From an optimization exercise on the open Yosys and OpenROAD flow, aimed at small area and a short achievable clock period; shortcuts taken in it are not production practice. Only simulation tests tie the RTL to the original design; equivalence was not proved. Power and IR drop assume default switching activity.

--- flow/design.v ---
module murtajiz_core (
input  logic        clk,
input  logic        reset,
output logic [19:0] imem_addr,
input  logic [31:0] imem_rdata,
output logic [9:0]  dmem_addr,
output logic [31:0] dmem_wdata,
output logic        dmem_we,
output logic        dmem_re,
input  logic [31:0] dmem_rdata );
logic [31:0] pc;
logic [31:1][31:0] rf;             
wire [31:0] ins  = imem_rdata;
wire [6:0]  opc  = ins[6:0];
wire [4:0]  rd   = ins[11:7];
wire [4:0]  rs1a = ins[19:15];
wire [4:0]  rs2a = ins[24:20];
wire [2:0]  f3   = ins[14:12];
wire [6:0]  f7   = ins[31:25];
wire op_r    = (opc == 7'h33);
wire op_i    = (opc == 7'h13);
wire op_lui  = (opc == 7'h37);
wire op_ld   = (opc == 7'h03);
wire op_st   = (opc == 7'h23);
wire op_br   = (opc == 7'h63);
wire op_jal  = (opc == 7'h6f);
wire op_jalr = (opc == 7'h67);
wire f7_0  = (f7 == 7'h00);
wire f7_20 = (f7 == 7'h20);
wire r_add = op_r & ~f7_0 & ~f7_20;
wire arith = op_r | op_i;
wire [2:0] ef3 = r_add ? 3'b000 : f3;
wire alt   = f7_20 & ~r_add;                        
wire r_zero = op_r & f7_20 & (f3 != 3'b000) & (f3 != 3'b101);
wire do_sub = (op_r & f7_20 & (f3 == 3'b000)) | op_br |
              (arith & (ef3[2:1] == 2'b01));        
wire do_sra = alt & (f3 == 3'b101);
wire [31:0] iimm = {{20{ins[31]}}, ins[31:20]};
wire [31:0] bimm = {{19{ins[31]}}, ins[31], ins[7], ins[30:25], ins[11:8], 1'b0};
wire [31:0] jimm = {{11{ins[31]}}, ins[31], ins[19:12], ins[20], ins[30:21], 1'b0};
wire [31:0] uimm = {ins[31:12], 12'b0};
logic [31:0] rs1v, rs2v;
always_comb begin
  rs1v = 32'b0;
  rs2v = 32'b0;
  for (int i = 1; i < 32; i++) begin
    rs1v = rs1v | (rf[i] & {32{rs1a == 5'(i)}});
    rs2v = rs2v | (rf[i] & {32{rs2a == 5'(i)}});
  end
end
wire [9:0] ls_off = {ins[29:25], ins[5] ? ins[11:7] : ins[24:20]};
assign dmem_addr  = rs1v[9:0] + ls_off;
assign dmem_wdata = rs2v;
assign dmem_we    = ~reset & op_st;
assign dmem_re    = ~reset & op_ld;
wire use_rs2 = op_r | op_br;
wire [31:0] opb  = use_rs2 ? rs2v : iimm;
wire [31:0] opbx = opb ^ {32{do_sub}};
wire [32:0] sum  = {1'b0, rs1v} + {1'b0, opbx} + {32'b0, do_sub};
wire ltu = ~sum[32];
wire lt  = (rs1v[31] ^ opb[31]) ? rs1v[31] : sum[31];
wire eq  = (rs1v == opb);
wire [4:0]  shamt = opb[4:0];
wire shl = (ef3 == 3'b001);
logic [31:0] shin, shout, shres;
always_comb begin
  for (int k = 0; k < 32; k++) shin[k] = shl ? rs1v[31-k] : rs1v[k];
end
wire fill = do_sra & rs1v[31];
wire [63:0] shx = {{32{fill}}, shin} >> shamt;
assign shout = shx[31:0];
always_comb begin
  for (int k = 0; k < 32; k++) shres[k] = shl ? shout[31-k] : shout[k];
end
wire a_ok   = arith & ~r_zero & ~reset;
wire s_add  = a_ok & (ef3 == 3'b000);
wire s_sh   = a_ok & ((ef3 == 3'b001) | (ef3 == 3'b101));
wire s_slt  = a_ok & (ef3 == 3'b010);
wire s_sltu = a_ok & (ef3 == 3'b011);
wire s_xor  = a_ok & (ef3 == 3'b100);
wire s_or   = a_ok & (ef3 == 3'b110);
wire s_and  = a_ok & (ef3 == 3'b111);
wire s_lui  = op_lui & ~reset;
wire s_ld   = op_ld & ~reset;
wire s_link = (op_jal | op_jalr) & ~reset;
wire [31:0] pc4 = {pc[31:2] + 30'd1, pc[1:0]};
wire [31:0] wd =
    ({32{s_add}}  & sum[31:0]) |
    ({32{s_sh}}   & shres) |
    ({32{s_slt}}  & {31'b0, lt}) |
    ({32{s_sltu}} & {31'b0, ltu}) |
    ({32{s_xor}}  & (rs1v ^ opb)) |
    ({32{s_or}}   & (rs1v | opb)) |
    ({32{s_and}}  & (rs1v & opb)) |
    ({32{s_lui}}  & uimm) |
    ({32{s_ld}}   & dmem_rdata) |
    ({32{s_link}} & pc4);
wire regwrite = (arith | op_lui | op_ld | op_jal | op_jalr);
always_ff @(posedge clk) begin
  for (int i = 1; i < 32; i++)
    if (reset | (regwrite & (rd == 5'(i))))
      rf[i] <= wd;
end
wire taken = op_br & (f3[2] ? ((f3[1] ? ltu : lt) ^ f3[0])
                            : (~f3[1] & (eq ^ f3[0])));
wire [31:0] pc_tgt = pc + (op_jal ? jimm : bimm);
always_ff @(posedge clk) begin
  if (reset)                 pc <= 32'h0;
  else if (op_jalr)          pc <= sum[31:0];
  else if (op_jal | taken)   pc <= pc_tgt;
  else                       pc <= pc4;
end
assign imem_addr = pc[21:2];
endmodule
--- flow/config.mk ---
export PLATFORM = sky130hd
export DESIGN_NAME = murtajiz_core
export DESIGN_NICKNAME = murtajiz_core
export VERILOG_FILES = /design/flow/design.v
export SDC_FILE = /design/flow/constraint.sdc
export NUM_CORES = 4
export LEC_CHECK = 0
export CAP_MARGIN = 20
export CORE_MARGIN = 2
export CORE_UTILIZATION = 40
export SLEW_MARGIN = 20
--- flow/constraint.sdc ---
create_clock -name core_clock -period 11.0 [get_ports {clk}]
set_input_delay 2.2000 -clock core_clock [delete_from_list [all_inputs] [get_ports {clk}]]
set_output_delay 2.2000 -clock core_clock [all_outputs]
set_load 0.01 [all_outputs]
--- flow/run.sh ---
#!/bin/bash
# synth_recipe.tcl (not shown) runs the flow's synth.tcl, then flattens the netlist and writes it again
# the make line also repeats each setting of config.mk as NAME=value (left out here)
make -C /OpenROAD-flow-scripts/flow DESIGN_CONFIG=/design/flow/config.mk WORK_HOME=/design/flow/orfs CLKGATE_MAP_FILE= SYNTH_SCRIPT=/design/flow/synth_recipe.tcl finish
==> run_results.csv, run 1 <==
group,metric,value,unit
power,p_leak,0.0231,µW
route,detail_route.vias_per_cell,7.44,
flow_run,drv_cap,0,
yosys,ys_types,88,
finish,design_area,62900,µm²
cts,cts_buffers,107,
cts,cts_hold_buf,0,
floorplan,die_w,374,µm
setup_path,crit_slowest_cell,"clkdlybuf4s50_1",
cts,cts.sinks,1024,
yosys,synth.avg_cell_area,11.2,µm²
cts,clk_latency,770,ps
yosys,ys_warn_count,1,
floorplan,ioPinCount,130,
grt,grt_max_degree,161,
route,antenna_left,0,
yosys,synth_edf_count,992,
route,wirelength,280,mm
grt,grt-ovfl-total,0,
floorplan,rows,135,
setup_path,crit_family,"buffers and inverters",
timing,hold_viol,0,
floorplan,dieArea,140000,µm²
setup_path,cp-end-kind,"output pin",
timing,slew_violations,0,
setup_path,critPathRequiredTime,8800,ps
yosys,synthArstFlopShare,0,
run_status,status,"complete, no violations",
setup_path,crit_path_cell_trace,"clkdlybuf4s50_1, buf_4, nor2b_4, buf_4, and2_1, buf_4, a22oi_1, nand4_1, or4_1, ha_1, a21oi_1, o21bai_1, a21oi_1, o21bai_1, a21oi_1, xnor2_1, clkdlybuf4s50_1",
yosys,ys_top_cells_by_area,"edfxtp_1 (54%), a22oi_1 (6.3%), nand3_1 (5.8%)",
cts,cts.path.max_buffers,3,
cts,cts_tree,"built",
route,drtIter0Drc,10900,
yosys,synth_area,54800,µm²
grt,grt_pass1_wl,380,mm
yosys,syn_inst,4884,
finish,fillers,12300,
yosys,synth_commonest_cells,"edfxtp_1 (992), nand3_1 (639), a22oi_1 (462)",
place,gp_congestion,1.02,
timing,period_needed,10390,ps
cts,cts_resized,0,
yosys,yosys.area.top_type,"edfxtp_1",
yosys,ys_ff_latch,1024,
finish,syn_to_final_growth,14.9,%
timing,fin_skew,41.1,ps
timing,rsz0062_at_grt,"no",
setup_path,cp_num_buf_inv,5,
power,irDropWorstVdd,0.000149,V
place,dpl.hpwl,170,mm
route,drtPass1Iterations,13,
setup_path,arrival,8190,ps
timing,slew_headroom,0.148,
yosys,yosysMostFrequentCell,"edfxtp_1",
finish,regArea,30400,µm²
grt,first_global_vias,46800,
floorplan,core_area,136000,µm²
timing,worst_slack,607,ps
floorplan,initial_utilization,0.404,
cts,post-cts-setup-buffers,0,
cts,clockRootBuffer,"clkbuf_16",
place,place_ws,926,ps
yosys,synth-seq-area-share,0.556,
timing,period_share,0.945,
grt,antenna_found_initial,15,
route,vias,50700,
setup_path,startpoint_type,"input port",
route,drc,0,
place,portBuffers,129,
setup_path,worstSetupPathType,"in2out",
place,dp.cells,6605,
timing,max_freq,0.0962,GHz
place,postPlaceCellArea,59200,µm²
yosys,synth_top_area_frac,0.544,
finish,instances_no_fill,6816,
floorplan,die_h,374,µm
finish,finalNetCount,5138,
setup_path,crit_fanout,47,
route,wl_per_cell,41.2,µm
power,total_power,10100,µW
timing,setup-violations-final,0,
timing,setup_tns,0,ps
worst_hold_path,hold_class,"reg2reg",
finish,drive_gt1_frac,0.116,
setup_path,slowest_delay,690,ps
finish,multi_input_area,22900,µm²
yosys,synthFlopType,"edfxtp_1",
yosys,syn_nets,5088,
cts,clkTransAtPathRegs,60,ps
grt,grtUsageTotal,0.387,
timing,tightestPinTransition,1280,ps
power,cellPowerDensity,161,nW/µm²
cts,htreeDepth,3,
[cell usage in the layout (no fill, tap or decap), types with 33 or more instances in the layout]
cell             instances
edfxtp_1               992
nand3_1                636
a22oi_1                462
nand2_1                264
buf_4                  219
nand4_1                217
nor2_1                 170
ha_1                   135
mux2i_1                133
clkdlybuf4s50_1        128
a21oi_1                125
a32oi_1                110
clkbuf_16              107
xnor2_1                 99
o21ai_0                 98
inv_1                   96
and3_1                  91
a21o_1                  47
nor4_1                  47
a31oi_1                 41
or4_1                   40
nor3_1                  40
a222oi_1                38
mux2_2                  33
[flip-flops by register name, indices dropped and copies added (netlist names)]
name  cells
pc       32
rf      992
[metal layers]
metal | track usage | share of wire | vias up
met5 | 0.00617 | 0.00089 | -
met1 | 0.484 | 0.34 | 24400
met2 | 0.551 | 0.40 | 5283
met3 | 0.145 | 0.16 | 1446
met4 | 0.266 | 0.089 | 28
li1 | - | - | 19500
[stage by stage]
| stage | util | hold slack (ps) |
|---|---|---|
| floorplan | - | 436 |
| global placement | 0.436 | 458 |
| detailed placement | 0.436 | 462 |
| CTS | 0.463 | 471 |
| global route | 0.464 | 487 |
| finish | 0.464 | 480 |
[final cells by class]
type	instances	share of cell area
antenna	10	0.000398
multi-input combinational	3335	0.364
timing repair buffer	366	0.0521
inverter	100	0.00604
clock buffer	122	0.0434
clock inverter	78	0.0148
tap	1781	0.0354
sequential	1024	0.483
[cell families (layout without fill, tap and decap cells)]
group	count (synthesis)	in the layout	share of synthesized area
and+or+nand+nor	1703	1703	0.160
AOI/OAI and AO/OA	1193	1193	0.161
DFF	1024	1024	0.556
buffers and inverters	525	666	0.0387
muxes	171	171	0.0321
adders and majority gates	138	138	0.0319
xor gates and xnor gates	130	130	0.0208
other	0	10	0
[worst paths after layout]
kind                  start      endpoint  slack (ps)  depth (start not counted)
max reg2reg         rf[160]        pc[11]        3910                         24
min                   pc[0]         pc[0]         480                          2
min reg2reg           pc[0]         pc[0]         480                          2
max          imem_rdata[15]  dmem_addr[9]         610                         17
[worst reg2reg max path, cell delays in order, from the launching register on]
cell and delay [ps]:
edfxtp_1 480, mux2_2 310, a32o_1 210, a221o_1 260
or4_1 400, or4b_4 620, clkinv_4 90, mux2i_2 110
fa_1 490, a21o_1 220, a21oi_1 230, o21bai_1 130
a221o_1 410, o211ai_1 300, a31oi_1 210, a221oi_1 280
buf_4 170, o21ai_0 120, and2_1 210, a2111oi_4 350
o21bai_2 140, a21oi_4 590, buf_12 280, nor2_1 90
a2111oi_2 280
[report_power, final]
part	internal, µW	switching [µW]
logic	500	1230
clock network	2180	1670
registers	4430	123
==> inputs of run 2 (changes only) <==
--- a/flow/design.v
+++ b/flow/design.v
@@ -40,23 +40,32 @@
 wire [31:0] jimm = {{11{ins[31]}}, ins[31], ins[19:12], ins[20], ins[30:21], 1'b0};
 wire [31:0] uimm = {ins[31:12], 12'b0};
 logic [31:0] rs1v, rs2v;
+logic [31:1] sel1, sel2;
 always_comb begin
-  rs1v = 32'b0;
-  rs2v = 32'b0;
   for (int i = 1; i < 32; i++) begin
-    rs1v = rs1v | (rf[i] & {32{rs1a == 5'(i)}});
-    rs2v = rs2v | (rf[i] & {32{rs2a == 5'(i)}});
+    sel1[i] = (rs1a == 5'(i));
+    sel2[i] = (rs2a == 5'(i));
   end
 end
+for (genvar b = 0; b < 32; b++) begin : g_rd
+  logic [31:1] col;
+  for (genvar i = 1; i < 32; i++) begin : g_col
+    assign col[i] = rf[i][b];
+  end
+  rdbit u_rd1 (.d(col), .sel(sel1), .v(rs1v[b]));
+  rdbit u_rd2 (.d(col), .sel(sel2), .v(rs2v[b]));
+end
 wire [9:0] ls_off = {ins[29:25], ins[5] ? ins[11:7] : ins[24:20]};
-assign dmem_addr  = rs1v[9:0] + ls_off;
+logic co_unused;
+padd #(.N(10), .L(4)) u_aadd (.a(rs1v[9:0]), .b(ls_off), .cin(1'b0), .s(dmem_addr), .cout(co_unused));
 assign dmem_wdata = rs2v;
 assign dmem_we    = ~reset & op_st;
 assign dmem_re    = ~reset & op_ld;
 wire use_rs2 = op_r | op_br;
 wire [31:0] opb  = use_rs2 ? rs2v : iimm;
 wire [31:0] opbx = opb ^ {32{do_sub}};
-wire [32:0] sum  = {1'b0, rs1v} + {1'b0, opbx} + {32'b0, do_sub};
+logic [32:0] sum;
+padd #(.N(32), .L(5)) u_add (.a(rs1v), .b(opbx), .cin(do_sub), .s(sum[31:0]), .cout(sum[32]));
 wire ltu = ~sum[32];
 wire lt  = (rs1v[31] ^ opb[31]) ? rs1v[31] : sum[31];
 wire eq  = (rs1v == opb);
@@ -112,3 +121,35 @@
 end
 assign imem_addr = pc[21:2];
 endmodule
+module padd #(parameter int N = 32, parameter int L = 5) (
+input  logic [N-1:0] a, b,
+input  logic         cin,
+output logic [N-1:0] s,
+output logic         cout );
+wire [N-1:0] p0 = a ^ b;
+for (genvar l = 0; l <= L; l++) begin : lv
+  wire [N-1:0] g, p;
+  if (l == 0) begin : g_in
+    assign g = {a[N-1:1] & b[N-1:1], (a[0] & b[0]) | (p0[0] & cin)};
+    assign p = p0;
+  end else begin : g_pre
+    for (genvar i = 0; i < N; i++) begin : g_bit
+      if (i >= (1 << (l-1))) begin : g_op
+        assign g[i] = lv[l-1].g[i] | (lv[l-1].p[i] & lv[l-1].g[i - (1 << (l-1))]);
+        assign p[i] = lv[l-1].p[i] & lv[l-1].p[i - (1 << (l-1))];
+      end else begin : g_pass
+        assign g[i] = lv[l-1].g[i];
+        assign p[i] = lv[l-1].p[i];
+      end
+    end
+  end
+end
+assign s    = p0 ^ {lv[L].g[N-2:0], cin};
+assign cout = lv[L].g[N-1];
+endmodule
+module rdbit (
+input  logic [31:1] d,
+input  logic [31:1] sel,
+output logic        v );
+assign v = |(d & sel);
+endmodule
--- a/flow/config.mk
+++ b/flow/config.mk
@@ -8,4 +8,6 @@
 export CAP_MARGIN = 20
 export CORE_MARGIN = 2
 export CORE_UTILIZATION = 40
+export SETUP_SLACK_MARGIN = 3.5
 export SLEW_MARGIN = 20
+export SYNTH_HIERARCHICAL = 1
==> run_results.csv, run 2 <==
group,metric,value,unit
run_status,status,"failed layout checks",
run_status,failed_checks,"max-capacitance violations, max-slew violations",
yosys,ys_warn_count,7,
timing,rsz0062_at_grt,"yes",
finish,final_cell_mix,"edfxtp_1 (992), a22oi_1 (767), buf_4 (342)",
cts,cts_hold_buf,0,
finish,final_common_cell,"edfxtp_1",
place,place_ws,1080,ps
cts,clkTransAtPathRegs,60,ps
timing,slew_violations,39,
grt,grtUsageTotal,0.359,
finish,largest-register,"rf",
cts,clockRootBuffer,"clkbuf_16",
setup_path,timing.rr.end,"rf[674]",
cts,cts.path.max_buffers,3,
grt,grt-ovfl-total,0,
finish,fillers,11000,
setup_path,crit_fanout,31,
yosys,syn_inst,4175,
place,dpl.hpwl,159,mm
setup_path,r2r_slack,4910,ps
setup_path,r2r_start,"rf[128]",
setup_path,reg2regPathDepth,17,
timing,slew_headroom,-0.355,
route,drtPass1Iterations,9,
timing,holdWs,466,ps
power,p_switching,2850,µW
power,switching_share,0.290,
timing,period_share,0.741,
finish,syn_to_final_growth,27.4,%
yosys,syn_nets,4381,
power,p_int,6970,µW
power,combPwrFrac,0.180,
route,vias,47300,
cts,cts_buffers,108,
grt,first_global_vias,43000,
setup_path,worstSetupPathType,"in2reg",
route,wirelength,254,mm
timing,hold_viol,0,
floorplan,ioPinCount,130,
power,pwr-share-clk,0.360,
grt,grt_max_degree,48,
flow_run,drv_cap,5,
worst_hold_path,hold_class,"reg2reg",
worst_hold_path,whs_path_depth,2,
timing,setup_tns,0,ps
place,gp_congestion,1.03,
power,irDropWorstVdd,0.000140,V
floorplan,rows,132,
floorplan,initial_utilization,0.404,
route,antenna_left,0,
cts,cts_tree,"built",
setup_path,startpoint_type,"input port",
route,drtIter0Drc,8152,
power,seq_power_share,0.459,
yosys,synth_area,52300,µm²
worst_hold_path,hold-path-endpoint,"pc[0]",
timing,max_freq,0.123,GHz
timing,worst_slack,2850,ps
cts,clk_latency,770,ps
grt,grt_pass1_wl,337,mm
setup_path,cp-end-kind,"register",
power,p_leak,0.0239,µW
cts,cts.sinks,1024,
timing,period_needed,8150,ps
setup_path,arrival,8640,ps
finish,top_regs,"rf (992), pc (32)",
floorplan,dieArea,134000,µm²
worst_hold_path,min_from,"pc[0]",
finish,largest_register_ffs,992,
power,cellPowerDensity,147,nW/µm²
setup_path,critPathRequiredTime,11490,ps
finish,fin_util,0.514,
timing,fin_skew,70.9,ps
grt,antenna_found_initial,26,
floorplan,die_h,366,µm
yosys,synth.avg_cell_area,12.5,µm²
route,detail_route.vias_per_cell,7.15,
floorplan,core_area,130000,µm²
timing,setup-violations-final,0,
place,portBuffers,129,
finish,drive_gt1_frac,0.249,
finish,finalNetCount,4978,
floorplan,die_w,366,µm
cts,htreeDepth,3,
timing,tightestPinTransition,2030,ps
route,wl_per_cell,38.4,µm
route,drc,0,
run 2: worst max-delay path by stage:
stage,from,end
floorplan,imem_rdata[23],rf[126]
detailed placement,imem_rdata[20],rf[668]
finish,imem_rdata[16],rf[11]
global route,imem_rdata[16],rf[267]
global placement,imem_rdata[20],rf[700]
CTS,imem_rdata[17],dmem_addr[8]
run 2: critical path: stages:
cell      delay [ps]
buf_16           130
buf_4            140
or3b_4           420
buf_4            200
nor2_2           690
a22o_1           290
a221oi_2          40
nand3_1          390
or4_1            540
a21oi_1          260
mux4_2           560
o21ai_1          390
nor2_1            80
o21ai_1         1480
a221o_1          360
buf_4            380
run 2: area by class of cell:
class                   instances  area, µm²  area share
flip-flops and latches       1024      30400       0.456
multi-input cells            2942      24300       0.364
repair buffers                598       5990      0.0898
clock buffers                 127       2770      0.0416
well taps                    1742       2180      0.0327
clock inverters                70        583     0.00875
inverters                      98        383     0.00574
diodes                         14       35.0    0.000525
run 2: per-stage QoR:
step,cell area (µm²),instances,power [µW]
final,66700,6615,9820
after global routing,66700,6610,10000
after CTS,64400,6486,9570
after detailed placement,57800,6084,5940
after global placement,57800,6084,5940
after floorplan,53200,4175,5310
run 2: timing repair:
| item | CTS | global route |
|---|---|---|
| gates resized for setup | 372 | 224 |
| hold endpoints to repair | 0 | 0 |
| pin swaps | 127 | 156 |
| gates cloned | 25 | 18 |
| setup buffers | 180 | 93 |
| endpoints found under the setup margin | 1065 | 657 |
run 2: power by group through the flow:
stage	clock [µW]	sequential, µW	combinational, µW
final	3540	4510	1770
after global routing	3680	4520	1800
after CTS	3540	4500	1530
after detailed placement	0	4590	1360
after global placement	0	4580	1360
after floorplan	0	4570	737
run 2: routing by layer:
metal  vias to the layer above  global-route usage  part of all wire
li1                      18900                   -                 -
met1                     23400               0.446              0.34
met2                      4060               0.513              0.41
met3                       951               0.128              0.15
met4                        28               0.264             0.095
met5                         -                   0           0.00084

what the ideal ports hide:
How much do the figures lean on ideal ports? The routed layouts below were timed once more, with nothing changed but the port constraints.
Step 1: set_driving_cell puts a clkbuf_16 on clk and a buf_2 on each other input, an assumption about the parent block.
Step 2 moves the port delays by t, midway between the first and last clock arrival at a register: inputs arrive t later, outputs are due t later. That takes back most of the time a late clock gives input paths.
Three values: ideal, step 1, step 2; two values: the first two.
run | t, ns | setup slack, ns | latest minus earliest clock arrival (ns) | worst data-port slew with drivers (ns)
run 1 | 0.834 | 0.607 / 0.576 / 0.489 | 0.041 / 0.042 | 0.11
run 2 | 0.806 | 2.848 / 2.780 / 1.974 | 0.071 / 0.071 | 0.22
For run 2, which loses most, drivers alone change the setup slack by -0.068 ns; drivers and shift together by -0.874 ns.
